This design comes from an exercise in tuning for small area and a short achievable clock period on the open sky130 flow, not from production work.
The RTL was checked by simulation tests, not by an equivalence proof against the original design.
No activity file was given, so power comes from the tool's default toggle rates.

**flow/flow/run.sh**
```bash
#!/bin/bash
# Own layout flow: the standard layout (standard.sh, standard synthesis) with
#  - timing repair aiming at 10 ns of setup slack instead of 0, on the worst path only
#    (the clock period and the constraints are unchanged; this only makes
#    repair_timing work harder),
#  - buffers from synthesis removed at floorplan (instead of a first timing repair),
#  - buf_4 port buffers and cell resizing across footprints,
#  - a clock tree of clkbuf_8 cells without dummy loads.
# Each tool's full output stays in orfs/logs (per step); make's own output goes to make.log.
set -euo pipefail
bash standard.sh \
  SETUP_SLACK_MARGIN=10 TNS_END_PERCENT=0 REMOVE_ABC_BUFFERS=1 \
  MATCH_CELL_FOOTPRINT=0 \
  "BUFFER_PORTS_ARGS=-buffer_cell sky130_fd_sc_hd__buf_4" \
  "CTS_ARGS=-sink_clustering_enable -repair_clock_nets -dont_use_dummy_load -sink_clustering_size 16 -sink_clustering_max_diameter 60 -buf_list sky130_fd_sc_hd__clkbuf_8" \
  finish > make.log 2>&1
```
**flow/constraint.sdc**
```tcl
create_clock -name core_clock -period 22.0 [get_ports {clk}]
set_input_delay 4.4000 -clock core_clock [delete_from_list [all_inputs] [get_ports {clk}]]
set_output_delay 4.4000 -clock core_clock [all_outputs]
set_load 0.01 [all_outputs]
```
**flow/design.v**
```verilog
module g_inv(output y, input a);
    assign y = ~a;
endmodule
module g_nand2(output y, input a, b);
    assign y = ~(a & b);
endmodule
module g_nand3(output y, input a, b, c);
    assign y = ~(a & b & c);
endmodule
module g_nand4(output y, input a, b, c, d);
    assign y = ~(a & b & c & d);
endmodule
module g_nor2(output y, input a, b);
    assign y = ~(a | b);
endmodule
module g_nor3(output y, input a, b, c);
    assign y = ~(a | b | c);
endmodule
module g_xor2(output y, input a, b);
    assign y = a ^ b;
endmodule
module g_xnor2(output y, input a, b);
    assign y = ~(a ^ b);
endmodule
module g_mux2i(output y, input a0, a1, s);
    assign y = ~(s ? a1 : a0);
endmodule
module g_a21oi(output y, input a1, a2, b1);
    assign y = ~((a1 & a2) | b1);
endmodule
module g_a22oi(output y, input a1, a2, b1, b2);
    assign y = ~((a1 & a2) | (b1 & b2));
endmodule
module g_aoi222(output y, input a0, b0, a1, b1, a2, b2);
    assign y = ~((a0 & b0) | (a1 & b1) | (a2 & b2));
endmodule
module g_o21ai(output y, input a1, a2, b1);
    assign y = ~((a1 | a2) & b1);
endmodule
module g_and2(output y, input a, b);
    assign y = a & b;
endmodule
module g_a22o(output y, input a1, a2, b1, b2);
    assign y = (a1 & a2) | (b1 & b2);
endmodule
module rd64(output y, input [63:0] s, input [63:0] d);
    wire [21:0] t;       
    genvar k;
    generate
        for (k = 0; k < 21; k = k + 1) begin : l1
            g_aoi222 u(t[k], s[3*k], d[3*k], s[3*k+1], d[3*k+1], s[3*k+2], d[3*k+2]);
        end
    endgenerate
    g_nand2 u63(t[21], s[63], d[63]);
    wire [5:0] u;        
    g_nand4 n0(u[0], t[0], t[1], t[2], t[3]);
    g_nand4 n1(u[1], t[4], t[5], t[6], t[7]);
    g_nand4 n2(u[2], t[8], t[9], t[10], t[11]);
    g_nand4 n3(u[3], t[12], t[13], t[14], t[15]);
    g_nand3 n4(u[4], t[16], t[17], t[18]);
    g_nand3 n5(u[5], t[19], t[20], t[21]);
    wire [2:0] v;        
    g_nor2 o0(v[0], u[0], u[1]);
    g_nor2 o1(v[1], u[2], u[3]);
    g_nor2 o2(v[2], u[4], u[5]);
    g_nand3 f(y, v[0], v[1], v[2]);
endmodule
module rd31n(output yn, input [31:1] s, input [31:1] d);
    wire [10:0] t;       
    genvar k;
    generate
        for (k = 0; k < 10; k = k + 1) begin : l1
            g_aoi222 u(t[k], s[3*k+1], d[3*k+1], s[3*k+2], d[3*k+2], s[3*k+3], d[3*k+3]);
        end
    endgenerate
    g_nand2 u31(t[10], s[31], d[31]);
    wire [2:0] u;        
    g_nand4 n0(u[0], t[0], t[1], t[2], t[3]);
    g_nand4 n1(u[1], t[4], t[5], t[6], t[7]);
    g_nand3 n2(u[2], t[8], t[9], t[10]);
    g_nor3 f(yn, u[0], u[1], u[2]);
endmodule
module sumdec(output [7:0] SA, output [15:0] SB,
              input [7:0] an,           
              input [7:0] b,            
              input test,
              input [7:0] tan,          
              input [7:0] tbn);         
    wire [7:0] bn = ~b;
    wire [7:0] e, en, g, p;
    genvar i, j;
    generate
        for (i = 0; i < 8; i = i + 1) begin : pg
            g_xnor2 ue(e[i], an[i], b[i]);       
            g_xor2  un(en[i], an[i], b[i]);      
            g_nor2  ug(g[i], an[i], bn[i]);      
            g_nand2 up(p[i], an[i], bn[i]);      
        end
    endgenerate
    wire c2n;
    g_a21oi uc(c2n, p[1], g[0], g[1]);
    wire [1:0] m2;
    g_xor2 um20(m2[0], e[2], c2n);
    g_xor2 um21(m2[1], en[2], c2n);
    wire [19:0] mm;    
    generate
        for (i = 3; i < 8; i = i + 1) begin : mt
            g_xnor2 u0(mm[(i-3)*4+0], e[i],  p[i-1]);
            g_xnor2 u1(mm[(i-3)*4+1], e[i],  g[i-1]);
            g_xnor2 u2(mm[(i-3)*4+2], en[i], p[i-1]);
            g_xnor2 u3(mm[(i-3)*4+3], en[i], g[i-1]);
        end
        for (j = 0; j < 8; j = j + 1) begin : ga
            wire gn;
            g_nand3 u(gn, m2[j & 1], mm[0 + (j & 3)], mm[4 + ((j >> 1) & 3)]);
            g_mux2i t(SA[j], gn, tan[j], test);
        end
        for (j = 0; j < 16; j = j + 1) begin : gb
            wire gn;
            g_nand3 u(gn, mm[8 + (j & 3)], mm[12 + ((j >> 1) & 3)], mm[16 + ((j >> 2) & 3)]);
            g_mux2i t(SB[j], gn, tbn[j >> 1], test);
        end
    endgenerate
endmodule
module register_file(output [31:0] RD1n, RD2n,
                     input clk, rst, WE,
                     input [4:0] A1, A2, A3,
                     input [31:0] WD3);
    reg [31*32-1:0] r;    
    reg [31:1] v;
    wire [31:0] wsel = (32'd1 << A3) & {{31{WE}}, 1'b0};
    wire [31:1] s1, s2;
    rdec d1(s1, A1, v);
    rdec d2(s2, A2, v);
    genvar g, b;
    generate
        for (g = 1; g < 32; g = g + 1) begin : regs
            wire h = v[g] & ~wsel[g];
            wire [31:0] d;
            for (b = 0; b < 32; b = b + 1) begin : bb
                g_a22o u(d[b], r[(g-1)*32 + b], h, WD3[b], wsel[g]);
            end
            always @(posedge clk)
                r[(g-1)*32 +: 32] <= d;
            always @(posedge clk or posedge rst)
                if (rst)
                    v[g] <= 1'b0;
                else if (wsel[g])
                    v[g] <= 1'b1;
        end
        for (b = 0; b < 32; b = b + 1) begin : bits
            wire [31:1] col;
            for (g = 1; g < 32; g = g + 1) begin : c
                assign col[g] = r[(g-1)*32 + b];
            end
            rd31n p1(RD1n[b], s1, col);
            rd31n p2(RD2n[b], s2, col);
        end
    endgenerate
endmodule
module rdec(output [31:1] s, input [4:0] A, input [31:1] v);
    wire [4:0] An;
    wire [3:0] pa;       
    wire [7:0] pb;       
    genvar i;
    generate
        for (i = 0; i < 5; i = i + 1) begin : iv
            g_inv u(An[i], A[i]);
        end
        for (i = 0; i < 4; i = i + 1) begin : da
            g_nor2 u(pa[i], (i & 1) ? An[0] : A[0], (i & 2) ? An[1] : A[1]);
        end
        for (i = 0; i < 8; i = i + 1) begin : db
            g_nor3 u(pb[i], (i & 1) ? An[2] : A[2], (i & 2) ? An[3] : A[3], (i & 4) ? An[4] : A[4]);
        end
        for (i = 1; i < 32; i = i + 1) begin : w
            wire sn;
            g_nand3 u(sn, pa[i & 3], pb[i >> 2], v[i]);
            g_inv   d(s[i], sn);
        end
    endgenerate
endmodule
module alu(input [31:0] RS1N, RS2N, PC, IMM,    
           input SELA, SELB,                    
           input SUB,
           input F_ADD, F_SLL, F_SR, F_ARITH, F_SLT, F_SLTU, F_XOR, F_OR, F_AND, F_COPY,
           output [31:0] REST,                  
           output [31:0] SUM,
           output zero, over_load);
    wire [31:0] A, bx, xr;
    wire [31:0] pcn = ~PC;
    wire [31:0] immxn = ~(IMM ^ {32{SUB}});
    genvar k;
    generate
        for (k = 0; k < 32; k = k + 1) begin : op
            g_mux2i ua(A[k], pcn[k], RS1N[k], SELA);
            g_xor2  ux(xr[k], RS2N[k], SUB);
            g_mux2i ub(bx[k], immxn[k], xr[k], SELB);
        end
    endgenerate
    wire [31:0] p, tn, gn;        
    wire c31, c32;
    ksadd u_add(.S(SUM), .P(p), .TN(tn), .GN(gn), .C31(c31), .C32(c32), .A(A), .B(bx), .CIN(SUB));
    wire ovf = c31 ^ c32;
    wire lt  = p[31] ^ c32;
    wire ltu = ~c32;
    wire [4:0] sh = bx[4:0];
    wire [31:0] arev, srev;
    wire [31:0] sin = F_SLL ? arev : A;
    wire [31:0] sr = $signed({F_SR & F_ARITH & A[31], sin}) >>> sh;
    generate
        for (k = 0; k < 32; k = k + 1) begin : rev
            assign arev[k] = A[31-k];
            assign srev[k] = sr[31-k];
        end
    endgenerate
    assign REST = ({32{F_SLL}}  & srev)
                | ({32{F_SR}}   & sr)
                | ({32{F_XOR}}  & p)
                | ({32{F_OR}}   & ~tn)
                | ({32{F_AND}}  & ~gn)
                | ({32{F_COPY}} & bx)
                | {31'd0, (F_SLT & lt) | (F_SLTU & ltu)};
    wire z_as = ~|(p ^ {~tn[30:0], SUB});
    reg [31:0] keep;
    integer i;
    always @(*)
        for (i = 0; i < 32; i = i + 1)
            keep[i] = F_SLL ? (i + sh <= 31) : (i >= sh);
    wire z_sh = ~|(A & keep);
    assign zero = (F_ADD & z_as)
                | (F_XOR & ~|p)
                | (F_OR & &tn)
                | (F_AND & &gn)
                | (F_COPY & ~|bx)
                | ((F_SLL | F_SR) & z_sh)
                | (F_SLT & ~lt)
                | (F_SLTU & ~ltu);
    assign over_load = F_ADD & ovf;
endmodule
module ksadd(output [31:0] S, P, TN, GN, output C31, C32,
             input [31:0] A, B, input CIN);
    genvar i;
    wire cinn;
    g_inv uci(cinn, CIN);
    generate
        for (i = 0; i < 32; i = i + 1) begin : l0
            g_xor2  up(P[i], A[i], B[i]);
            g_nor2  ut(TN[i], A[i], B[i]);
            g_nand2 ug(GN[i], A[i], B[i]);
        end
    endgenerate
    wire [31:0] g1, t1;
    wire g0cn;      
    generate
        for (i = 0; i < 32; i = i + 1) begin : l1
            if (i == 0) begin : b
                g_o21ai ug(g1[0], TN[0], cinn, GN[0]);      
                g_inv   un(g0cn, g1[0]);
                assign t1[0] = 1'b0;
            end else if (i == 1) begin : b
                g_o21ai ug(g1[1], TN[1], g0cn, GN[1]);
                g_nor2  ut(t1[1], TN[1], TN[0]);
            end else begin : b
                g_o21ai ug(g1[i], TN[i], GN[i-1], GN[i]);
                g_nor2  ut(t1[i], TN[i], TN[i-1]);
            end
        end
    endgenerate
    wire [31:0] g2n, t2n;
    generate
        for (i = 0; i < 32; i = i + 1) begin : l2
            if (i < 2) begin : b
                g_inv ug(g2n[i], g1[i]);
                assign t2n[i] = 1'b1;
            end else begin : b
                g_a21oi ug(g2n[i], t1[i], g1[i-2], g1[i]);
                g_nand2 ut(t2n[i], t1[i], t1[i-2]);
            end
        end
    endgenerate
    wire [31:0] g3, t3;
    generate
        for (i = 0; i < 32; i = i + 1) begin : l3
            if (i < 4) begin : b
                g_inv ug(g3[i], g2n[i]);
                assign t3[i] = 1'b0;
            end else begin : b
                g_o21ai ug(g3[i], t2n[i], g2n[i-4], g2n[i]);
                g_nor2  ut(t3[i], t2n[i], t2n[i-4]);
            end
        end
    endgenerate
    wire [31:0] g4n, t4n;
    generate
        for (i = 0; i < 32; i = i + 1) begin : l4
            if (i < 8) begin : b
                g_inv ug(g4n[i], g3[i]);
                assign t4n[i] = 1'b1;
            end else begin : b
                g_a21oi ug(g4n[i], t3[i], g3[i-8], g3[i]);
                g_nand2 ut(t4n[i], t3[i], t3[i-8]);
            end
        end
    endgenerate
    wire [31:0] g5;
    generate
        for (i = 0; i < 32; i = i + 1) begin : l5
            if (i < 16) begin : b
                g_inv ug(g5[i], g4n[i]);
            end else begin : b
                g_o21ai ug(g5[i], t4n[i], g4n[i-16], g4n[i]);
            end
        end
    endgenerate
    wire [31:0] c = {g5[30:0], CIN};
    generate
        for (i = 0; i < 32; i = i + 1) begin : sm
            g_xor2 us(S[i], P[i], c[i]);
        end
    endgenerate
    assign C31 = g5[30];
    assign C32 = g5[31];
endmodule
module data_memory(output [31:0] RD,
                   input clk, rst, WE,
                   input [3:0] LE,
                   input [5:0] WA,
                   input [31:0] WD,
                   input [7:0] SA,
                   input [15:0] SB);
    reg [64*32-1:0] m;
    reg [63:0] v;
    wire [63:0] wsel = (64'd1 << WA) & {64{WE}};
    wire [31:0] wd = WD & {{8{LE[3]}}, {8{LE[2]}}, {8{LE[1]}}, {8{LE[0]}}};
    wire [63:0] rs;
    genvar g, l, b;
    generate
        for (g = 0; g < 64; g = g + 1) begin : words
            for (l = 0; l < 4; l = l + 1) begin : lanes
                wire e = wsel[g] & (LE[l] | ~v[g]);
                wire h = v[g] & ~e;
                wire [7:0] d;
                for (b = 0; b < 8; b = b + 1) begin : bb
                    g_a22o u(d[b], m[g*32 + l*8 + b], h, wd[l*8 + b], e);
                end
                always @(posedge clk)
                    m[g*32 + l*8 +: 8] <= d;
            end
            always @(posedge clk or posedge rst)
                if (rst)
                    v[g] <= 1'b0;
                else if (wsel[g])
                    v[g] <= 1'b1;
        end
        for (g = 0; g < 64; g = g + 1) begin : sel
            wire rsn0;
            g_nand3 u0(rsn0, SA[g % 8], SB[g / 4], v[g]);
            g_inv   d0(rs[g], rsn0);
        end
        for (b = 0; b < 32; b = b + 1) begin : bits
            wire [63:0] col;
            for (g = 0; g < 64; g = g + 1) begin : c
                assign col[g] = m[g*32 + b];
            end
            rd64 p(RD[b], rs, col);
        end
    endgenerate
endmodule
module wbmux(output [31:0] Y, YI,       
             input [31:0] W, SUM, REST, OTH,
             input L0, L1, L2, L3, H1, H3, LW,
             input Q7, Q15B, Q15, Q23, Q31B, Q31,
             input SA, SAA, SO);
    wire x0, x1, x2, x3, ext8n, ext16n, ext16m;
    g_a22oi s0(x0, Q7, W[7], Q15B, W[15]);
    g_a22oi s1(x1, Q23, W[23], Q31B, W[31]);
    g_and2  s2(ext8n, x0, x1);
    g_a22oi s3(x2, Q7, W[7], Q15, W[15]);
    g_a22oi s4(x3, Q23, W[23], Q31, W[31]);
    g_and2  s5(ext16n, x2, x3);           
    g_and2  s6(ext16m, x2, x3);           
    wire [31:0] ta, to;
    genvar j;
    generate
        for (j = 0; j < 32; j = j + 1) begin : bt
            g_a22oi ua(ta[j], SAA, SUM[j], SA, REST[j]);    
            g_nand2 uo(to[j], SO, OTH[j]);
        end
        for (j = 0; j < 8; j = j + 1) begin : b0
            wire t0, t1;
            g_a22oi  u0(t0, L0, W[j], L1, W[j+8]);
            g_a22oi  u1(t1, L2, W[j+16], L3, W[j+24]);
            g_nand4  u2(Y[j], t0, t1, to[j], ta[j]);
            g_nand4  u3(YI[j], t0, t1, to[j], ta[j]);
        end
        for (j = 8; j < 16; j = j + 1) begin : b1
            wire t0;
            g_a22oi  u0(t0, H1, W[j], H3, W[j+16]);
            g_nand4  u2(Y[j], t0, ext8n, to[j], ta[j]);
            g_nand4  u3(YI[j], t0, ext8n, to[j], ta[j]);
        end
        for (j = 16; j < 32; j = j + 1) begin : b2
            wire t0;
            g_nand2  u0(t0, LW, W[j]);
            g_nand4  u2(Y[j], t0, (j < 24) ? ext16n : ext16m, to[j], ta[j]);
            g_nand4  u3(YI[j], t0, (j < 24) ? ext16n : ext16m, to[j], ta[j]);
        end
    endgenerate
endmodule
module RV32I(output [31:0] Result, output [31:0] Result2, input clk, rst, input test, input [7:0] test_addr,
             output zero, overload,
             input [31:0] instr, output [31:0] pc);
    wire [6:0] op = instr[6:0];
    wire [2:0] f3 = instr[14:12];
    wire f30 = instr[30];
    wire f25 = instr[25];
    wire [4:0] rd  = instr[11:7];
    wire [4:0] ra1 = instr[19:15];
    wire [4:0] ra2 = instr[24:20];
    wire isL   = ~rst & (op == 7'h03);
    wire isI   = ~rst & (op == 7'h13);
    wire isAUI = ~rst & (op == 7'h17);
    wire isS   = ~rst & (op == 7'h23);
    wire isR   = ~rst & (op == 7'h33);
    wire isLUI = ~rst & (op == 7'h37);
    wire isB   = ~rst & (op == 7'h63);
    wire isJR  = ~rst & (op == 7'h67);
    wire isJ   = ~rst & (op == 7'h6f);
    wire wb_alu = isR | isI | isAUI | isLUI;           
    wire wb_pc4 = ~(wb_alu | isL);                     
    wire reg_wr = wb_alu | isL | isJ | isJR;
    reg  [31:0] PC;
    reg  [31:0] hold2;
    assign pc = PC;
    wire [31:0] pc4 = PC + 32'd4;
    wire [31:0] rs1n, rs2n;
    wire [31:0] rs1 = ~rs1n;
    wire [31:0] rs2 = ~rs2n;
    wire selA_rs1 = isR | isI | isS | isL | isLUI | isJR;
    wire selB_rs2 = ~(isI | isS | isL | isB | isAUI | isLUI | isJ | isJR);
    wire [31:0] immI = {{20{instr[31]}}, instr[31:20]};
    wire [31:0] immS = {{20{instr[31]}}, instr[31:25], instr[11:7]};
    wire [31:0] immB = {{20{instr[31]}}, instr[7], instr[30:25], instr[11:8], 1'b0};
    wire [31:0] immU = {instr[31:12], 12'd0};
    wire [31:0] immJ = {{12{instr[31]}}, instr[19:12], instr[20], instr[30:21], 1'b0};
    wire [31:0] imm = ({32{isI | isL | isJR}} & immI)
                    | ({32{isS}} & immS)
                    | ({32{isB}} & immB)
                    | ({32{isAUI | isLUI}} & immU)
                    | ({32{isJ}} & immJ);
    wire f3_000 = (f3 == 3'b000);
    wire f3_101 = (f3 == 3'b101);
    wire use_f3 = isI | (isR & ~f25 & (~f30 | f3_000 | f3_101));
    wire do_sub = isR & ~f25 & f30 & f3_000;
    wire F_SLL  = use_f3 & (f3 == 3'b001);
    wire F_SLT  = use_f3 & (f3 == 3'b010);
    wire F_SLTU = use_f3 & (f3 == 3'b011);
    wire F_XOR  = use_f3 & (f3 == 3'b100);
    wire F_SR   = use_f3 & f3_101;
    wire F_OR   = use_f3 & (f3 == 3'b110);
    wire F_AND  = use_f3 & (f3 == 3'b111);
    wire F_COPY = isLUI;
    wire F_ADD  = ~(F_SLL | F_SLT | F_SLTU | F_XOR | F_SR | F_OR | F_AND | F_COPY);
    wire SUB    = do_sub | F_SLT | F_SLTU;
    wire [31:0] sum, alu_rest;
    alu u_alu(.RS1N(rs1n), .RS2N(rs2n), .PC(PC), .IMM(imm), .SELA(selA_rs1), .SELB(selB_rs2), .SUB(SUB),
              .F_ADD(F_ADD), .F_SLL(F_SLL), .F_SR(F_SR), .F_ARITH(f30), .F_SLT(F_SLT), .F_SLTU(F_SLTU),
              .F_XOR(F_XOR), .F_OR(F_OR), .F_AND(F_AND), .F_COPY(F_COPY),
              .REST(alu_rest), .SUM(sum), .zero(zero), .over_load(overload));
    wire beq  = (rs1 == rs2);
    wire bltu = (rs1 < rs2);
    wire blt  = ($signed(rs1) < $signed(rs2));
    reg  cond;
    always @(*)
        case (f3)
            3'b000: cond = beq;
            3'b001: cond = ~beq;
            3'b010: cond = 1'b0;
            3'b011: cond = 1'b1;
            3'b100: cond = blt;
            3'b101: cond = ~blt;
            3'b110: cond = bltu;
            default: cond = ~bltu;
        endcase
    wire taken = isJ | isJR | (isB & cond);
    wire [7:0] lb = instr[27:20];
    wire [7:0] tan = ~(8'd1 << test_addr[4:2]);
    wire [7:0] tbn = ~(8'd1 << test_addr[7:5]);
    wire [7:0]  sa_;
    wire [15:0] sb_;
    sumdec u_sd(.SA(sa_), .SB(sb_), .an(rs1n[7:0]), .b(lb), .test(test), .tan(tan), .tbn(tbn));
    wire [31:0] word;
    wire [7:0]  sa = rs1[7:0] + immS[7:0];
    wire st = isS & ~test;
    wire [3:0] le = (f3 == 3'b000) ? (4'b0001 << sa[1:0]) :
                    (f3 == 3'b001) ? (sa[1] ? 4'b1100 : 4'b0011) : 4'b1111;
    wire st_we = st & (f3 == 3'b000 | f3 == 3'b001 | f3 == 3'b010);
    wire [31:0] wdata = (f3[1:0] == 2'b00) ? {4{rs2[7:0]}} :
                        (f3[1:0] == 2'b01) ? {2{rs2[15:0]}} : rs2;
    data_memory u_dmem(.RD(word), .clk(clk), .rst(rst), .WE(st_we), .LE(le), .WA(sa[7:2]), .WD(wdata), .SA(sa_), .SB(sb_));
    wire a0 = rs1[0] ^ lb[0];
    wire a1 = rs1[1] ^ lb[1] ^ (rs1[0] & lb[0]);
    wire isw = test | (f3 == 3'b010);
    wire ish = ~test & (f3[1:0] == 2'b01);
    wire isb = ~test & (f3[1:0] == 2'b00);
    wire sgn = ~f3[2];
    wire sel0 = isw | (ish & ~a1) | (isb & ~a1 & ~a0);
    wire sel1 = isb & ~a1 & a0;
    wire sel2 = (ish & a1) | (isb & a1 & ~a0);
    wire sel3 = isb & a1 & a0;
    wire hi1  = isw | (ish & ~a1);
    wire hi3  = ish & a1;
    wire q7   = isb & sgn & ~a1 & ~a0;
    wire q15b = isb & sgn & ~a1 & a0;
    wire q23  = isb & sgn & a1 & ~a0;
    wire q31b = isb & sgn & a1 & a0;
    wire q15  = q15b | (ish & sgn & ~a1);
    wire q31  = q31b | (ish & sgn & a1);
    wire r2_ld  = test | isL;
    wire r2_alu = ~test & wb_alu;
    wire r2_hld = ~test & ~isL & ~wb_alu;
    wire [31:0] wb;      
    wbmux u_wb1(.Y(Result), .YI(wb), .W(word), .SUM(sum), .REST(alu_rest), .OTH(pc4),
                .L0(isL & sel0), .L1(isL & sel1), .L2(isL & sel2), .L3(isL & sel3),
                .H1(isL & hi1), .H3(isL & hi3), .LW(isL & isw),
                .Q7(isL & q7), .Q15B(isL & q15b), .Q15(isL & q15), .Q23(isL & q23),
                .Q31B(isL & q31b), .Q31(isL & q31),
                .SA(wb_alu), .SAA(wb_alu & F_ADD), .SO(wb_pc4));
    wire [31:0] r2_unused;
    wbmux u_wb2(.Y(Result2), .YI(r2_unused), .W(word), .SUM(sum), .REST(alu_rest), .OTH(hold2),
                .L0(r2_ld & sel0), .L1(r2_ld & sel1), .L2(r2_ld & sel2), .L3(r2_ld & sel3),
                .H1(r2_ld & hi1), .H3(r2_ld & hi3), .LW(r2_ld & isw),
                .Q7(r2_ld & q7), .Q15B(r2_ld & q15b), .Q15(r2_ld & q15), .Q23(r2_ld & q23),
                .Q31B(r2_ld & q31b), .Q31(r2_ld & q31),
                .SA(r2_alu), .SAA(r2_alu & F_ADD), .SO(r2_hld));
    register_file u_rf(.RD1n(rs1n), .RD2n(rs2n), .clk(clk), .rst(rst), .WE(reg_wr & ~test),
                       .A1(ra1), .A2(ra2), .A3(rd), .WD3(wb));
    always @(posedge clk or posedge rst) begin
        if (rst) begin
            PC <= 32'd0;
            hold2 <= 32'd0;
        end else if (~test) begin
            PC <= taken ? sum : pc4;
            if (wb_alu | isL)
                hold2 <= wb;
        end
    end
endmodule
```
**flow/config.mk**
```make
export PLATFORM = sky130hd
export DESIGN_NAME = RV32I
export DESIGN_NICKNAME = RV32I
export VERILOG_FILES = /design/flow/design.v
export SDC_FILE = /design/flow/constraint.sdc
export NUM_CORES = 8
export LEC_CHECK = 0
export CAP_MARGIN = 20
export CORE_MARGIN = 2
export CORE_UTILIZATION = 40
export CTS_BUF_LIST = sky130_fd_sc_hd__clkbuf_8
export CTS_CLUSTER_DIAMETER = 60
export CTS_CLUSTER_SIZE = 16
export SLEW_MARGIN = 20
export SYNTH_HIERARCHICAL = 1
```
**flow/standard.sh**
```bash
#!/bin/bash
# synth_recipe.tcl (not shown) runs the flow's synth.tcl, then flattens the netlist and writes it again
# the make line also repeats each setting of config.mk as NAME=value (left out here)
make -C /OpenROAD-flow-scripts/flow DESIGN_CONFIG=/design/flow/config.mk WORK_HOME=/design/flow/orfs CLKGATE_MAP_FILE= SYNTH_SCRIPT=/design/flow/synth_recipe.tcl "${@:-finish}"
```
==> flow_metrics.env, run 1 <==
export IMPL_status="complete, no violations"
export IMPL_drive_gt1_share_pct=13.7
export IMPL_cp_common_cell="buf_12"
export IMPL_setup_slack_ps=7010
export IMPL_ant_nets=0
export IMPL_worst_slew_pin_slew_ps=1340
export IMPL_vias_per_cell=7.44
export IMPL_syn2layout_area_growth_pct=12.2
export IMPL_clk_latency_ps=1200
export IMPL_crit_cells=29
export IMPL_power_leakage_nw=55.0
export IMPL_slew_viol_final=0
export IMPL_place_ws_ps=4440
export IMPL_rsz0062_at_grt="true"
export IMPL_worstPathRequired_ps=17600
export IMPL_n_fill_cell=31200
export IMPL_initial_core_util_pct=40.1
export IMPL_die_area_sq_mm=0.342
export IMPL_nets=12900
export IMPL_maxCapViolations=0
export IMPL_grt_start_max_net_pins=66
export IMPL_clkTransAtPathRegs_ps=70
export IMPL_grt_pass1_vias=122000
export IMPL_port_buffers=138
export IMPL_power_density_mw_per_mm2=65.0
export IMPL_reg2reg_depth=23
export IMPL_yosysWarnings=10
export IMPL_path_class="in2out"
export IMPL_numCtsBuffers=243
export IMPL_slowest_delay_ps=410
export IMPL_cp_top_family="simple AND/OR/NAND/NOR gates"
export IMPL_drtIter0Drc=26100
export IMPL_grt_pass1_wl_um=903000
export IMPL_wl_per_cell_um=37.2
export IMPL_cts_max_path_buffers=4
export IMPL_design_area_sq_mm=0.151
export IMPL_startpoint_type="input port"
export IMPL_dp_hpwl_um=419000
export IMPL_antenna_found_initial=28
export IMPL_hold_buffers=0
export IMPL_cts_sinks=3199
export IMPL_placed_cell_area_sq_mm=0.144
export IMPL_min_path_type="reg2reg"
export IMPL_fp_coreArea_sq_mm=0.336
export IMPL_drc=0
export IMPL_hold_violations=0
export IMPL_die_width_um=585
export IMPL_fin_setup_tns_ps=0
export IMPL_place_congestion=1.02
export IMPL_hold_path_depth=1
export IMPL_die_y_um=585
export IMPL_wl_um=646000
export IMPL_postSynthAreaPerCell_sq_um=11.0
export IMPL_worstPathArrival_ps=10590
export IMPL_num_rows=213
export IMPL_cts_tree="done"
export IMPL_end_kind="primary output"
export IMPL_dr_pass1_iters=13
export IMPL_cts_root_buf="clkbuf_8"
export IMPL_path_buf_inv=11
export IMPL_final_util_pct=45.0
export IMPL_top_level_ports=141
export IMPL_postSynthCellCount=12200
export IMPL_grt_usage_pct=35.7
export IMPL_syn_cell_area_sq_mm=0.135
export IMPL_max_freq_mhz=66.7
export IMPL_grt_ovfl_total=0
export IMPL_finalCritPeriodShare_pct=68.1
export IMPL_critPathMaxFanout=26
export IMPL_ir_worst_vdd_v=0.0000612
export IMPL_setup_viol=0
export IMPL_fin_crit_ps=14990
export IMPL_fin_worst_skew_ps=155
export IMPL_worst_path_max_delay_cell="nor3_2"
export IMPL_num_vias=129000
export IMPL_relSlewSlack_pct=10.3
export IMPL_h_tree_depth=4
-- worst reg2reg max path: stages (launching register included) --
cell	delay (ps)
dfrtp_1	450
nand3_2	130
inv_1	50
buf_4	200
buf_12	200
a222oi_1	310
nand4_1	420
nor3_2	320
buf_6	160
buf_4	200
inv_1	120
ha_1	290
a21o_1	180
a21oi_1	270
o21bai_1	130
a21oi_1	310
o21bai_1	100
a21oi_1	230
xnor2_2	70
buf_4	320
nand3b_1	970
buf_4	650
nor3_1	960
a22o_1	240
-- stage by stage --
step	cells	power [mW]	hold WS, ps
4_1_cts	17300	9.79	485
2_1_floorplan	11900	6.44	455
6_report	17400	9.83	489
3_3_place_gp	17000	6.95	464
3_5_place_dp	17000	6.96	469
5_1_grt	17400	10.1	496
-- registers in the layout, summed over array words and instances, names as in the netlist --
register  count
u_dmem.m   2048
u_rf.r      992
u_dmem.v     64
PC           32
hold2        32
u_rf.v       31
-- power breakdown --
group | leakage [nW] | total (mW) | internal (mW) | switching (mW)
Clock | 1.75 | 2.94 | 0.980 | 1.96
Sequential | 26.6 | 5.86 | 5.81 | 0.0412
Combinational | 26.6 | 1.03 | 0.260 | 0.774
Total | 55.0 | 9.83 | 7.06 | 2.78
-- timing repair --
item	CTS	global route
cloned	13	0
setup buffers	110	7
endpoints found under the hold margin	0	0
setup endpoints to repair	619	66
pin swaps	119	31
gates resized for setup	500	12
-- area by class of cell --
class | count | area (sq um) | share of cell area (%)
inverters | 301 | 1210 | 0.801
diodes | 32 | 80.1 | 0.0529
well taps | 4515 | 5650 | 3.73
multi-input cells | 8384 | 69600 | 46.0
flip-flops and latches | 3199 | 64800 | 42.8
repair buffers | 703 | 6650 | 4.39
clock buffers | 243 | 3340 | 2.21
-- layer usage --
metal | track usage (%) | part of all wire [%]
met1 | 46.0 | 38
met2 | 51.2 | 41
met3 | 9.61 | 12
met4 | 25.9 | 8.3
met5 | 0 | 0.017
-- layout by cell type, fill, tap and decap left out, drive strengths merged, types with 13 or more instances in the layout --
cell type	n
and2	65
o211ai	13
dfxtp	3040
o21bai	99
ha	47
mux2	47
nor3	368
o21ai	152
nor4	36
o311ai	16
o21a	231
buf	687
clkinvlp	19
nand2b	20
nand2	451
nand4	395
diode	32
a21o	20
nor2	331
a22oi	138
clkbuf	259
dfrtp	159
o22ai	37
a21oi	139
nand4b	26
a221o	22
a22o	3052
o221ai	16
o31ai	24
inv	279
mux4	43
xor2	115
a21boi	71
mux2i	163
xnor2	119
nor2b	273
a222oi	1312
nand3	341
nand3b	15
-- worst paths after layout --
path	startpoint	endpoint	slack, ps
setup / recovery	instr[18]	Result[24]	7010
min in group asynchronous	rst	u_dmem.v[19]$_DFFE_PP0P_	3300
hold reg to reg	u_dmem.m[632]$_DFF_P_	u_dmem.m[632]$_DFF_P_	490
setup reg to reg	u_rf.v[2]$_DFFE_PP0P_	u_dmem.m[377]$_DFF_P_	14550
max in group asynchronous	rst	u_dmem.v[57]$_DFFE_PP0P_	17410
hold / removal	u_dmem.m[632]$_DFF_P_	u_dmem.m[632]$_DFF_P_	490
==> inputs of run 2 (changes only) <==
==> flow/flow/run.sh (replaced) <==
#!/bin/bash
# Own layout flow: the standard layout (standard.sh, standard synthesis) with
#  - timing repair aiming at 10 ns of setup slack instead of 0, on the worst path only
#    (the clock period and the constraints are unchanged; this only makes
#    repair_timing work harder),
#  - buffers from synthesis removed at floorplan (instead of a first timing repair),
#  - buf_4 port buffers and cell resizing across footprints,
#  - a clock tree without dummy loads.
# Each tool's full output stays in orfs/logs (per step); make's own output goes to make.log.
set -euo pipefail
bash standard.sh \
  SETUP_SLACK_MARGIN=10 TNS_END_PERCENT=0 REMOVE_ABC_BUFFERS=1 \
  MATCH_CELL_FOOTPRINT=0 \
  "BUFFER_PORTS_ARGS=-buffer_cell sky130_fd_sc_hd__buf_4" \
  "CTS_ARGS=-sink_clustering_enable -repair_clock_nets -dont_use_dummy_load -sink_clustering_size 20 -sink_clustering_max_diameter 80" \
  finish > make.log 2>&1
--- a/flow/config.mk
+++ b/flow/config.mk
@@ -8,8 +8,7 @@
 export CAP_MARGIN = 20
 export CORE_MARGIN = 2
 export CORE_UTILIZATION = 40
-export CTS_BUF_LIST = sky130_fd_sc_hd__clkbuf_8
-export CTS_CLUSTER_DIAMETER = 60
-export CTS_CLUSTER_SIZE = 16
+export CTS_CLUSTER_DIAMETER = 80
+export CTS_CLUSTER_SIZE = 20
 export SLEW_MARGIN = 20
 export SYNTH_HIERARCHICAL = 1
==> flow_metrics.env, run 2 <==
export IMPL_dp_hpwl_um=419000
export IMPL_status="complete, no violations"
export IMPL_path_class="in2out"
export IMPL_die_width_um=585
export IMPL_setup_viol=0
export IMPL_cts_sinks=3199
export IMPL_postSynthAreaPerCell_sq_um=11.0
export IMPL_top_level_ports=141
export IMPL_place_ws_ps=4440
export IMPL_h_tree_depth=4
export IMPL_largest_register="u_dmem.m"
export IMPL_min_path_type="reg2reg"
export IMPL_num_vias=129000
export IMPL_clk_latency_ps=950
export IMPL_reg2reg_depth=23
export IMPL_ir_worst_vdd_v=0.0000775
export IMPL_vias_per_cell=7.42
export IMPL_design_area_sq_mm=0.153
export IMPL_drtIter0Drc=25900
export IMPL_numCtsBuffers=189
export IMPL_setup_slack_ps=7070
export IMPL_critPathMaxFanout=16
export IMPL_fp_coreArea_sq_mm=0.336
export IMPL_wl_per_cell_um=37.2
export IMPL_port_buffers=138
export IMPL_topRoutingLayerUsed="met5"
export IMPL_multi_input_comb_area_sq_mm=0.0696
export IMPL_worst_slew_pin_slew_ps=1330
export IMPL_startpoint_type="input port"
export IMPL_seq_area_sq_mm=0.0648
export IMPL_maxCapViolations=0
export IMPL_crit_cells=27
export IMPL_finalNonFillerCells=17300
export IMPL_largest_reg_flops=2048
export IMPL_cts_max_path_buffers=4
export IMPL_grt_usage_pct=35.6
export IMPL_worstPathRequired_ps=17600
export IMPL_yosysWarnings=10
export IMPL_postSynthCellCount=12200
export IMPL_final_util_pct=45.4
export IMPL_cts_tree="done"
export IMPL_hold_path_depth=1
export IMPL_final_common_cell="a22o_1"
export IMPL_final_cell_mix="a22o_1, dfxtp_1, a222oi_1"
export IMPL_hold_buffers=0
export IMPL_grt_pass1_wl_um=902000
export IMPL_slew_viol_final=0
export IMPL_die_area_sq_mm=0.342
export IMPL_reg2reg_to="u_dmem.m[364]$_DFF_P_"
export IMPL_place_inst=17000
export IMPL_nets=12900
export IMPL_hp_start="u_dmem.m[668]$_DFF_P_"
export IMPL_worst_path_max_delay_cell="nand4_1"
export IMPL_reg_top3="u_dmem.m x2048, u_rf.r x992, u_dmem.v x64"
export IMPL_drive_gt1_share_pct=13.3
export IMPL_max_freq_mhz=67.0
export IMPL_cts_root_buf="clkbuf_16"
export IMPL_placed_cell_area_sq_mm=0.144
export IMPL_die_y_um=585
export IMPL_reg2reg_from="u_rf.v[2]$_DFFE_PP0P_"
export IMPL_end_kind="primary output"
export IMPL_num_rows=213
export IMPL_wl_met3_um=79300
export IMPL_clkTransAtPathRegs_ps=70
export IMPL_ant_nets=0
export IMPL_cp_top_family="simple AND/OR/NAND/NOR gates"
export IMPL_path_buf_inv=10
export IMPL_syn2layout_area_growth_pct=13.1
export IMPL_dr_pass1_iters=14
export IMPL_fin_worst_skew_ps=139
export IMPL_power_leakage_nw=55.6
export IMPL_setup_worst_path_start="instr[18]"
export IMPL_grt_pass1_vias=121000
export IMPL_relSlewSlack_pct=11.2
export IMPL_finalCritPeriodShare_pct=67.9
export IMPL_worstPathArrival_ps=10530
export IMPL_wl_um=645000
export IMPL_slowest_delay_ps=420
export IMPL_syn_cell_area_sq_mm=0.135
export IMPL_grt_ovfl_total=0
export IMPL_n_fill_cell=31000
export IMPL_hold_violations=0
export IMPL_hold_end="u_dmem.m[668]$_DFF_P_"
export IMPL_initial_core_util_pct=40.1
export IMPL_drc=0
export IMPL_grt_start_max_net_pins=66
export IMPL_antenna_found_initial=28
export IMPL_setup_reg_to_reg_worst_slack_ps=14600
export IMPL_dr_wl_met2_um=267000
export IMPL_rsz0062_at_grt="true"
export IMPL_met1_length_um=244000
export IMPL_fin_crit_ps=14930
export IMPL_place_congestion=1.02
export IMPL_power_density_mw_per_mm2=68.1
## run 2: layout make-up
type                            count  area share (%)
Multi-Input combinational cell   8384            45.6
Inverter                          301           0.796
Clock buffer                      189            3.10
Tap cell                         4515            3.70
Antenna cell                       19          0.0311
Timing Repair Buffer              705            4.35
Sequential cell                  3199            42.5
## run 2: where the power goes
part | internal [mW] | switching, mW
Clock | 1.53 | 1.99
Combinational | 0.260 | 0.771
Sequential | 5.81 | 0.0410
Total | 7.60 | 2.80
## run 2: metal layers
| metal | global-route usage (%) | up-vias |
|---|---|---|
| met2 | 51.5 | 9974 |
| met4 | 25.3 | 18 |
| li1 | - | 52600 |
| met5 | 0.140 | - |
| met3 | 9.28 | 1857 |
| met1 | 46.1 | 64100 |
## run 2: repair_timing
item | 4_1_cts | 5_1_grt
cloned | 13 | 0
setup endpoints to repair | 834 | 66
buffers inserted | 109 | 8
resized for setup | 501 | 5
pin swaps | 119 | 15
## run 2: worst max-delay path by stage
stage                      end  slack [ps]
floorplan                 zero       -2660
global placement    Result[31]        4510
finish              Result[13]        7070
detailed placement  Result[30]        4440
global route        Result[30]        7070
CTS                 Result[30]        7470
## run 2: through the flow
| stage | hold slack (ps) | setup TNS [ps] | power (mW) |
|---|---|---|---|
| after global placement | 464 | 0 | 6.95 |
| after global routing | 497 | 0 | 10.6 |
| final | 487 | 0 | 10.4 |
| after detailed placement | 469 | 0 | 6.96 |
| after CTS | 489 | 0 | 10.4 |
| after floorplan | 455 | -146460 | 6.44 |
==> inputs of run 3 (changes only) <==
--- a/flow/design.v
+++ b/flow/design.v
@@ -40,9 +40,6 @@
 module g_and2(output y, input a, b);
     assign y = a & b;
 endmodule
-module g_a22o(output y, input a1, a2, b1, b2);
-    assign y = (a1 & a2) | (b1 & b2);
-endmodule
 module rd64(output y, input [63:0] s, input [63:0] d);
     wire [21:0] t;       
     genvar k;
@@ -135,13 +132,9 @@
     genvar g, b;
     generate
         for (g = 1; g < 32; g = g + 1) begin : regs
-            wire h = v[g] & ~wsel[g];
-            wire [31:0] d;
-            for (b = 0; b < 32; b = b + 1) begin : bb
-                g_a22o u(d[b], r[(g-1)*32 + b], h, WD3[b], wsel[g]);
-            end
             always @(posedge clk)
-                r[(g-1)*32 +: 32] <= d;
+                if (wsel[g])
+                    r[(g-1)*32 +: 32] <= WD3;
             always @(posedge clk or posedge rst)
                 if (rst)
                     v[g] <= 1'b0;
@@ -338,14 +331,9 @@
     generate
         for (g = 0; g < 64; g = g + 1) begin : words
             for (l = 0; l < 4; l = l + 1) begin : lanes
-                wire e = wsel[g] & (LE[l] | ~v[g]);
-                wire h = v[g] & ~e;
-                wire [7:0] d;
-                for (b = 0; b < 8; b = b + 1) begin : bb
-                    g_a22o u(d[b], m[g*32 + l*8 + b], h, wd[l*8 + b], e);
-                end
                 always @(posedge clk)
-                    m[g*32 + l*8 +: 8] <= d;
+                    if (wsel[g] & (LE[l] | ~v[g]))
+                        m[g*32 + l*8 +: 8] <= wd[l*8 +: 8];
             end
             always @(posedge clk or posedge rst)
                 if (rst)
==> flow/flow/run.sh (replaced) <==
#!/bin/bash
# Own layout flow: the standard layout (standard.sh, standard synthesis) with
#  - timing repair aiming at 10 ns of setup slack instead of 0, on the worst path only
#    (the clock period and the constraints are unchanged; this only makes
#    repair_timing work harder),
#  - buf_4 port buffers and cell resizing across footprints,
#  - a clock tree without dummy loads.
# Each tool's full output stays in orfs/logs (per step); make's own output goes to make.log.
set -euo pipefail
bash standard.sh \
  SETUP_SLACK_MARGIN=10 TNS_END_PERCENT=0 \
  MATCH_CELL_FOOTPRINT=0 \
  "BUFFER_PORTS_ARGS=-buffer_cell sky130_fd_sc_hd__buf_4" \
  "CTS_ARGS=-sink_clustering_enable -repair_clock_nets -dont_use_dummy_load -sink_clustering_size 20 -sink_clustering_max_diameter 80" \
  finish > make.log 2>&1
==> flow_metrics.env, run 3 <==
export IMPL_top_level_ports=141
export IMPL_h_tree_depth=4
export IMPL_finalNonFillerCells=13900
export IMPL_design_area_sq_mm=0.153
export IMPL_place_ws_ps=5130
export IMPL_drc=0
export IMPL_grt_start_max_net_pins=73
export IMPL_end_kind="primary output"
export IMPL_max_freq_mhz=66.2
export IMPL_hold_buffers=0
export IMPL_final_cell_mix="edfxtp_1, a222oi_1, buf_4"
export IMPL_ant_nets=0
export IMPL_multi_input_comb_area_sq_mm=0.0399
export IMPL_drive_gt1_share_pct=18.6
export IMPL_startpoint_type="input port"
export IMPL_largest_reg_flops=2048
export IMPL_die_area_sq_mm=0.343
export IMPL_grt_pass1_wl_um=703000
export IMPL_rsz0062_at_grt="true"
export IMPL_wl_um=516000
export IMPL_num_vias=96500
export IMPL_num_rows=213
export IMPL_fin_worst_skew_ps=142
export IMPL_clkTransAtPathRegs_ps=50
export IMPL_maxCapViolations=0
export IMPL_initial_core_util_pct=40.2
export IMPL_power_density_mw_per_mm2=74.0
export IMPL_die_y_um=586
export IMPL_drtIter0Drc=20100
export IMPL_grt_usage_pct=29.0
export IMPL_numCtsBuffers=191
export IMPL_cts_root_buf="clkbuf_16"
export IMPL_dp_hpwl_um=326000
export IMPL_power_leakage_nw=50.9
export IMPL_finalCritPeriodShare_pct=68.6
export IMPL_die_width_um=586
export IMPL_syn2layout_area_growth_pct=13.2
export IMPL_largest_register="u_dmem.m"
export IMPL_worst_path_max_delay_cell="nand4_1"
export IMPL_postSynthCellCount=8704
export IMPL_setup_viol=0
export IMPL_seq_area_sq_mm=0.0953
export IMPL_cts_tree="done"
export IMPL_critPathMaxFanout=7
export IMPL_path_class="in2out"
export IMPL_reg_top3="u_dmem.m x2048, u_rf.r x992, u_dmem.v x64"
export IMPL_hold_violations=0
export IMPL_antenna_found_initial=30
export IMPL_fin_setup_tns_ps=0
export IMPL_fin_crit_ps=15090
export IMPL_nets=9476
export IMPL_ir_worst_vdd_v=0.0000660
export IMPL_place_inst=13600
export IMPL_slowest_delay_ps=550
export IMPL_relSlewSlack_pct=21.0
export IMPL_clk_latency_ps=940
export IMPL_min_path_type="reg2reg"
export IMPL_cts_max_path_buffers=4
export IMPL_placed_cell_area_sq_mm=0.145
export IMPL_status="complete, no violations"
export IMPL_worstPathRequired_ps=17600
export IMPL_vias_per_cell=6.94
export IMPL_postSynthAreaPerCell_sq_um=15.6
export IMPL_power_mw=11.3
export IMPL_fp_coreArea_sq_mm=0.337
export IMPL_n_fill_cell=29300
export IMPL_place_congestion=0.967
export IMPL_cts_sinks=3199
export IMPL_worstPathArrival_ps=10690
export IMPL_port_buffers=138
export IMPL_yosysWarnings=10
export IMPL_setup_reg_to_reg_worst_slack_ps=14760
export IMPL_syn_cell_area_sq_mm=0.135
export IMPL_grt_pass1_vias=90900
export IMPL_setup_slack_ps=6910
export IMPL_dr_pass1_iters=10
export IMPL_worst_slew_pin_slew_ps=1180
export IMPL_final_util_pct=45.5
export IMPL_wl_per_cell_um=37.1
export IMPL_hold_ws_ps=508
export IMPL_final_common_cell="edfxtp_1"
export IMPL_slew_viol_final=0
export IMPL_grt_ovfl_total=0
[run 3: power by group]
group	switching [mW]	internal, mW	leakage (nW)
sequential	0.0472	6.77	31.2
clock	1.89	1.54	2.35
combinational	0.803	0.295	17.4
total	2.74	8.61	50.9
[run 3: repair_timing]
item,CTS,global route
cloned,12,3
pin swaps,71,34
setup endpoints to repair,66,66
buffers inserted,58,26
gates resized for setup,391,33
[run 3: final timing paths]
kind | start | endpoint | depth (start not counted)
setup / recovery | instr[16] | Result2[5] | 27
hold / removal | hold2[2]$_DFFE_PP0P_ | hold2[2]$_DFFE_PP0P_ | 1
setup reg to reg | u_rf.v[1]$_DFFE_PP0P_ | u_dmem.m[1589]$_DFFE_PP_ | 21
hold reg to reg | hold2[2]$_DFFE_PP0P_ | hold2[2]$_DFFE_PP0P_ | 1
max in group asynchronous | rst | hold2[21]$_DFFE_PP0P_ | 3
min in group asynchronous | rst | u_dmem.v[2]$_DFFE_PP0P_ | 2
[run 3: final cells by class]
class                      count  share of cell area, %
inverter                     299                  0.803
antenna                       15                 0.0245
sequential                  3199                   62.2
clock buffer                 191                   3.12
tap                         4515                   3.69
timing repair buffer         730                   4.15
multi-input combinational   4964                   26.1
[run 3: metal layers]
metal | wire length, um | global-route usage, % | up-vias | part of all wire [%]
met2 | 228000 | 43.9 | 7275 | 44
met5 | 121 | 0.224 | - | 0.023
li1 | - | - | 38800 | -
met4 | 34900 | 16.6 | 13 | 6.8
met3 | 64900 | 6.67 | 1267 | 13
met1 | 188000 | 38.4 | 49100 | 36
[run 3: critical path: cells and delay by family]
kind	cells	cell delay, ps
buf+inv	10	1650
compound gates	4	1570
mux	1	80
xor+xnor	1	130
simple gates	11	2810
==> inputs of run 4 (changes only) <==
--- a/flow/design.v
+++ b/flow/design.v
@@ -153,23 +153,21 @@
 endmodule
 module rdec(output [31:1] s, input [4:0] A, input [31:1] v);
     wire [4:0] An;
-    wire [3:0] pa;       
-    wire [7:0] pb;       
+    wire [3:0] pan;      
+    wire [7:0] pbn;      
     genvar i;
     generate
         for (i = 0; i < 5; i = i + 1) begin : iv
             g_inv u(An[i], A[i]);
         end
         for (i = 0; i < 4; i = i + 1) begin : da
-            g_nor2 u(pa[i], (i & 1) ? An[0] : A[0], (i & 2) ? An[1] : A[1]);
+            g_nand2 u(pan[i], (i & 1) ? A[0] : An[0], (i & 2) ? A[1] : An[1]);
         end
         for (i = 0; i < 8; i = i + 1) begin : db
-            g_nor3 u(pb[i], (i & 1) ? An[2] : A[2], (i & 2) ? An[3] : A[3], (i & 4) ? An[4] : A[4]);
+            g_nand3 u(pbn[i], (i & 1) ? A[2] : An[2], (i & 2) ? A[3] : An[3], (i & 4) ? A[4] : An[4]);
         end
         for (i = 1; i < 32; i = i + 1) begin : w
-            wire sn;
-            g_nand3 u(sn, pa[i & 3], pb[i >> 2], v[i]);
-            g_inv   d(s[i], sn);
+            g_nor3 u(s[i], pan[i & 3], pbn[i >> 2], ~v[i]);
         end
     endgenerate
 endmodule
==> flow_metrics.env, run 4 <==
export IMPL_status="complete, no violations"
export IMPL_hold_violations=0
export IMPL_place_inst=13600
export IMPL_worst_path_max_delay_cell="nand4_1"
export IMPL_relSlewSlack_pct=12.2
export IMPL_postSynthAreaPerCell_sq_um=15.6
export IMPL_syn2layout_area_growth_pct=14.2
export IMPL_setup_viol=0
export IMPL_clkTransAtPathRegs_ps=80
export IMPL_initial_core_util_pct=40.2
export IMPL_numCtsBuffers=190
export IMPL_finalCritPeriodShare_pct=69.2
export IMPL_port_buffers=138
export IMPL_wl_per_cell_um=36.8
export IMPL_slowest_delay_ps=610
export IMPL_finalNonFillerCells=14000
export IMPL_final_common_cell="edfxtp_1"
export IMPL_place_ws_ps=4320
export IMPL_path_class="in2out"
export IMPL_fin_worst_skew_ps=128
export IMPL_grt_usage_pct=29.0
export IMPL_min_path_type="reg2reg"
export IMPL_die_area_sq_mm=0.344
export IMPL_reg_top3="u_dmem.m x2048, u_rf.r x992, u_dmem.v x64"
export IMPL_clk_latency_ps=940
export IMPL_fin_crit_ps=15230
export IMPL_nets=9540
export IMPL_fp_coreArea_sq_mm=0.337
export IMPL_num_vias=96000
export IMPL_cts_max_path_buffers=4
export IMPL_power_density_mw_per_mm2=73.1
export IMPL_max_freq_mhz=65.7
export IMPL_p_int_mw=8.60
export IMPL_die_width_um=586
export IMPL_reg2reg_to="u_dmem.m[631]$_DFFE_PP_"
export IMPL_grt_pass1_wl_um=706000
export IMPL_p_sw_share_pct=24.0
export IMPL_cts_root_buf="clkbuf_16"
export IMPL_postSynthCellCount=8704
export IMPL_worstPathArrival_ps=10830
export IMPL_worst_slew_pin_slew_ps=1300
export IMPL_n_fill_cell=29200
export IMPL_slew_viol_final=0
export IMPL_cts_tree="done"
export IMPL_hold_buffers=0
export IMPL_ir_worst_vdd_v=0.0000790
export IMPL_pwr_share_clk_pct=30.1
export IMPL_grt_start_max_net_pins=73
export IMPL_largest_register="u_dmem.m"
export IMPL_combPwrFrac_pct=9.7
export IMPL_drtIter0Drc=20500
export IMPL_drc=0
export IMPL_grt_ovfl_total=0
export IMPL_p_switching_mw=2.72
export IMPL_hold_end="u_rf.v[28]$_DFFE_PP0P_"
export IMPL_setup_slack_ps=6770
export IMPL_maxCapViolations=0
export IMPL_fin_setup_tns_ps=0
export IMPL_worstPathRequired_ps=17600
export IMPL_power_leakage_nw=51.4
export IMPL_hp_start="u_rf.v[28]$_DFFE_PP0P_"
export IMPL_antenna_found_initial=20
export IMPL_top_level_ports=141
export IMPL_startpoint_type="input port"
export IMPL_reg2reg_from="u_rf.v[12]$_DFFE_PP0P_"
export IMPL_vias_per_cell=6.87
export IMPL_dp_hpwl_um=329000
export IMPL_setup_reg_to_reg_worst_slack_ps=14990
export IMPL_place_congestion=0.981
export IMPL_num_rows=213
export IMPL_reg2reg_depth=17
export IMPL_end_kind="primary output"
export IMPL_cp_top_family="simple AND/OR/NAND/NOR gates"
export IMPL_rsz0062_at_grt="true"
export IMPL_die_y_um=586
export IMPL_syn_cell_area_sq_mm=0.136
export IMPL_p_seq_share_pct=60.2
export IMPL_cts_sinks=3199
export IMPL_final_util_pct=45.9
export IMPL_largest_reg_flops=2048
export IMPL_yosysWarnings=10
export IMPL_dr_pass1_iters=13
export IMPL_path_buf_inv=8
export IMPL_drive_gt1_share_pct=19.6
export IMPL_critPathMaxFanout=8
export IMPL_power_mw=11.3
export IMPL_grt_pass1_vias=91100
export IMPL_ant_nets=0
export IMPL_wl_um=515000
export IMPL_final_cell_mix="edfxtp_1, a222oi_1, buf_4"
export IMPL_hold_path_depth=1
export IMPL_h_tree_depth=4
-- run 4: metal layers --
| layer | track usage [%] | routed length [um] | vias to the layer above |
|---|---|---|---|
| li1 | - | - | 38900 |
| met1 | 38.9 | 189000 | 49000 |
| met2 | 44.5 | 230000 | 6966 |
| met3 | 5.73 | 61900 | 1095 |
| met4 | 16.0 | 33400 | 4 |
| met5 | 0 | 19 | - |
-- run 4: how the worst max path moves through the flow --
stage                          from          end  slack (ps)  cells after the start
final                     instr[19]  Result2[19]        6770                     26
after global routing      instr[19]    Result[8]        6840                     25
after CTS                 instr[17]    Result[8]        7320                     25
after detailed placement  instr[16]   Result[19]        4320                     25
after global placement    instr[15]   Result[27]        4460                     25
after floorplan                 rst         zero        7520                     20
-- run 4: what timing repair did --
action / CTS / global route
buffers inserted: 149 / 4
cloned: 20 / 0
setup endpoints to repair: 836 / 66
pin swaps: 158 / 10
resized for setup: 460 / 2
-- run 4: power groups by stage --
stage                     combinational [mW]  sequential [mW]  clock (mW)
after floorplan                        0.520             6.95           0
after global placement                  1.02             6.95           0
after detailed placement                1.05             6.95           0
after CTS                               1.07             6.82        3.44
after global routing                    1.14             6.82        3.63
final                                   1.10             6.82        3.41
-- run 4: final cells by class --
type	count	area [sq um]	share of cell area (%)
multi-input combinational	4965	40900	26.4
tap	4515	5650	3.65
antenna	17	42.5	0.0275
clock buffer	190	4750	3.07
timing repair inverter	1	7.51	0.00485
inverter	299	1200	0.777
sequential	3199	95300	61.5
timing repair buffer	793	7100	4.58
-- run 4: stage by stage --
| stage | cell area, sq um | hold slack [ps] |
|---|---|---|
| 3_5_place_dp | 146000 | 488 |
| 6_report | 155000 | 510 |
| 2_1_floorplan | 136000 | 466 |
| 4_1_cts | 155000 | 512 |
| 5_1_grt | 155000 | 527 |
| 3_3_place_gp | 146000 | 489 |
-- run 4: worst register-to-register path, delay by kind of cell (launching register included) --
kind,cells,cell delay (ps)
adders and majority gates,1,300
and+or+nand+nor,5,3160
AOI/OAI and AO/OA,5,1250
xor gates and xnor gates,1,290
buffers and inverters,5,1230
DFF,1,420

-- separate check: timing with driven ports --
In the flow no input, the clock included, has a driving cell. The finished layouts below were timed again as built, in two steps.
Step 1: set_driving_cell puts a clkbuf_16 on clk and a buf_2 on each other input, an assumption about the parent block.
Step 2 adds t to the input delays and takes it off the output delays; t is the mean of the earliest and latest rising clock arrival at the registers after step 1. Input paths then give back, and output paths get back, about the clock's delay inside the block.
a / b / c = ideal ports / drivers / drivers and shift; a / b = the first two.
| run | shift t [ns] | setup slack, ns | pins driven straight from the clock port |
|---|---|---|---|
| run 1 | 1.207 | 7.007 / 6.908 / 6.908 | 1 |
| run 2 | 0.999 | 7.072 / 6.951 / 6.951 | 1 |
| run 3 | 0.990 | 6.905 / 6.777 / 6.777 | 1 |
| run 4 | 0.990 | 6.771 / 6.597 / 6.597 | 1 |
After both steps every run listed still meets setup and hold. For run 4, which loses most, drivers alone change the setup slack by -0.174 ns; drivers and shift together by -0.174 ns.
